This is an optimization exercise on Yosys and OpenROAD, whose aim is small area, a short achievable clock period and few clock cycles per item, not a production implementation. Only simulation tests tie the RTL to the original design; equivalence was not proved.

v41:
// brick_sort
module brick_sort
   (
    clk,
    rst,
    src_tvalid,
    src_tready,
    src_tdata_raw,
    dest_tvalid,
    dest_tready,
    dest_tdata_raw
    );
Size: roughly 4800 cells after synthesis, about 780 flip-flops, about 260 I/O pins.
Settings: LEC_CHECK=0, CAP_MARGIN=20, CORE_MARGIN=2, CORE_UTILIZATION=40, CTS_BUF_LIST=sky130_fd_sc_hd__clkbuf_8, SETUP_SLACK_MARGIN=3.2, SLEW_MARGIN=20; clock period 6.0 ns.
standard.sh (not shown) runs the stock make flow with config.mk's settings and CLKGATE_MAP_FILE= SYNTH_SCRIPT=/design/flow/synth_recipe.tcl, a recipe that flattens the netlist after the stock synthesis.
==> flow/flow/run.sh <==
#!/bin/bash
# Layout flow: the standard flow (standard.sh), except that the
# synthesis step maps the logic with the delay-driven ABC script in
# flow/abc_speed.script instead of ORFS's abc_speed.script.  Synthesis is
# otherwise ORFS's, run by standard.sh with the standard flow's synthesis script, so the
# registers (names, count, cell types) are those of the standard synthesis.
set -euo pipefail
here=$(pwd)
rm -rf "$here/scripts_abc"
cp -r "$FLOW_HOME/scripts" "$here/scripts_abc"
cp "$here/flow/abc_speed.script" "$here/scripts_abc/abc_speed.script"
bash standard.sh SCRIPTS_DIR="$here/scripts_abc" synth > "$here/synth.log" 2>&1
bash standard.sh > "$here/layout.log" 2>&1
==> flow/flow/abc_speed.script <==
strash
dch -f
map -D 1500
topo
buffer -p
upsize -D 1500
dnsize -D 1500
stime -p
Testbench counts of v41, summed over its fixed seeds: cycles 1,008, items 960.
Inputs modified between v41 and v5:
- SETUP_SLACK_MARGIN changed from 3.2 to 2.9
==> flow/flow/abc_speed.script <==
strash
dch -f
map -D 1200
topo
buffer -p
upsize -D 1200
dnsize -D 1200
stime -p
==> summary.txt <==
- [compare] base=v41 new=v5: worst setup slack lost 0.19 ns; area of all placed cells without fillers picked up an extra about 16%; headroom to the max-slew limit lost 30 points.
Input changes introduced in v40 (baseline for comparison: v5):
==> flow/flow/run.sh <==
#!/bin/bash
# Layout flow: the standard flow (standard.sh) with two changes:
#  - the synthesis step maps the logic with the delay-driven ABC script in
#    flow/abc_speed.script instead of ORFS's abc_speed.script; synthesis is
#    otherwise ORFS's, run by standard.sh with the standard flow's synthesis script, so
#    the registers (names, count, cell types) are those of the standard
#    synthesis;
#  - every input and output port still gets its own buffer, but a
#    buf_1 (BUFFER_PORTS_ARGS) instead of the cell buffer_ports picks.
# Each step's full output is in synth.log and layout.log here, and ORFS's
# per-step logs are under orfs/logs.
set -euo pipefail
here=$(pwd)
rm -rf "$here/scripts_abc"
cp -r "$FLOW_HOME/scripts" "$here/scripts_abc"
cp "$here/flow/abc_speed.script" "$here/scripts_abc/abc_speed.script"
bash standard.sh SCRIPTS_DIR="$here/scripts_abc" synth > "$here/synth.log" 2>&1
bash standard.sh BUFFER_PORTS_ARGS="-buffer_cell sky130_fd_sc_hd__buf_1" finish > "$here/layout.log" 2>&1
==> flow/flow/abc_speed.script <==
strash
dch -f
map -D 1500
topo
buffer -p
upsize -D 1500
dnsize -D 1500
stime -p
==> comparison <==
v40 reports its worst-path cell with the longest stage delay as sky130_fd_sc_hd__o21ai_0 while v5 reports sky130_fd_sc_hd__dfxtp_4.
Diff v5 -> v40: signed area change from the synthesized netlist to the final layout now sits lower; initial antenna violation count now sits lower.
Input-level comparison between v20 and v40:
- SETUP_SLACK_MARGIN changed from 2.9 to 2.5
==> flow/flow/run.sh <==
#!/bin/bash
# Layout flow: the standard flow (standard.sh), except that the
# synthesis step maps the logic with the delay-driven ABC script in
# flow/abc_speed.script instead of ORFS's abc_speed.script.  Synthesis is
# otherwise ORFS's, run by standard.sh with the standard flow's synthesis script, so the
# registers (names, count, cell types) are those of the standard synthesis.
set -euo pipefail
here=$(pwd)
rm -rf "$here/scripts_abc"
cp -r "$FLOW_HOME/scripts" "$here/scripts_abc"
cp "$here/flow/abc_speed.script" "$here/scripts_abc/abc_speed.script"
bash standard.sh SCRIPTS_DIR="$here/scripts_abc" synth > "$here/synth.log" 2>&1
bash standard.sh > "$here/layout.log" 2>&1
## What came out
Diff v20..v40 | simple-gate portion of the synthesized area | unchanged
Between v20 and v40, it is v20 whose fraction of layout instances using a drive strength above 1 is lower, by 2.6 points.
The number of vias after detailed routing in v20 was lower than what v40 gave.
Number of clock buffers in the layout, v20 and v40: smaller value in v20
Data arrival time of the critical path: v20 < v40
Inputs modified between v20 and v53:
- swapping 2.5 for 2.9 in SETUP_SLACK_MARGIN
==> flow/flow/run.sh <==
#!/bin/bash
# Layout flow: the standard flow (standard.sh) with two changes:
#  - the synthesis step maps the logic with the delay-driven ABC script in
#    flow/abc_speed.script instead of ORFS's abc_speed.script; synthesis is
#    otherwise ORFS's, run by standard.sh with the standard flow's synthesis script, so
#    the registers (names, count, cell types) are those of the standard
#    synthesis;
#  - every input and output port still gets its own buffer, but a
#    buf_2 (BUFFER_PORTS_ARGS) instead of the cell buffer_ports picks.
# Each step's full output is in synth.log and layout.log here, and ORFS's
# per-step logs are under orfs/logs.
set -euo pipefail
here=$(pwd)
rm -rf "$here/scripts_abc"
cp -r "$FLOW_HOME/scripts" "$here/scripts_abc"
cp "$here/flow/abc_speed.script" "$here/scripts_abc/abc_speed.script"
bash standard.sh SCRIPTS_DIR="$here/scripts_abc" synth > "$here/synth.log" 2>&1
bash standard.sh BUFFER_PORTS_ARGS="-buffer_cell sky130_fd_sc_hd__buf_2" finish > "$here/layout.log" 2>&1
Findings:
The worst reg2reg path depth number comes out higher for v53 vs v20.
First-pass iteration count of the detailed router on v53 is up relative to v20.
Routed wire length is higher on v53
Of the two candidates, v20 has the better wire length of the first global-routing pass and v53 the worse one.
Normalized max-slew margin ended up 7.6 points higher on v53 than on v20.
Going from v20 to v53, the non-clock buffer count was found to have gone up by 22.
The cell count after placement was comparable across v53 and v20.

## separate check: timing with driven ports
In the flow no input, the clock included, has a driving cell. The finished layouts below were timed again as built, in two steps.
Step 1 sets driving cells, clkbuf_16 on the clock port and buf_2 on the other inputs (assumed; they add their load-dependent delay and slew).
Step 2 times the ports against the registers' clock, not the clock port: input delays grow and output delays shrink by t, the midpoint of the rising clock arrivals with the driver on.
Slacks: ideal / step 1 / step 2; pairs: ideal / step 1.
run | shift t [ns] | slack for setup (ns) | worst setup path after step 2 | latest minus earliest clock arrival (ns) | worst data-port slew with drivers (ns)
v41 | 0.889 | 3.056 / 3.056 / 2.350 | input to register | 0.043 / 0.042 | 0.12
v5 | 0.943 | 2.866 / 2.866 / 2.016 | input to register | 0.059 / 0.059 | 0.28
v40 | 0.863 | 2.919 / 2.919 / 2.233 | input to register | 0.045 / 0.044 | 0.11
v20 | 0.861 | 2.592 / 2.565 / 1.845 | input to register | 0.042 / 0.042 | 0.11
v53 | 0.865 | 2.932 / 2.932 / 2.313 | input to register | 0.031 / 0.031 | 0.11
After both steps every run listed still meets setup and hold. The setup slack of v5, which loses most, moves by 0.000 ns with the drivers and by -0.850 ns with both steps.
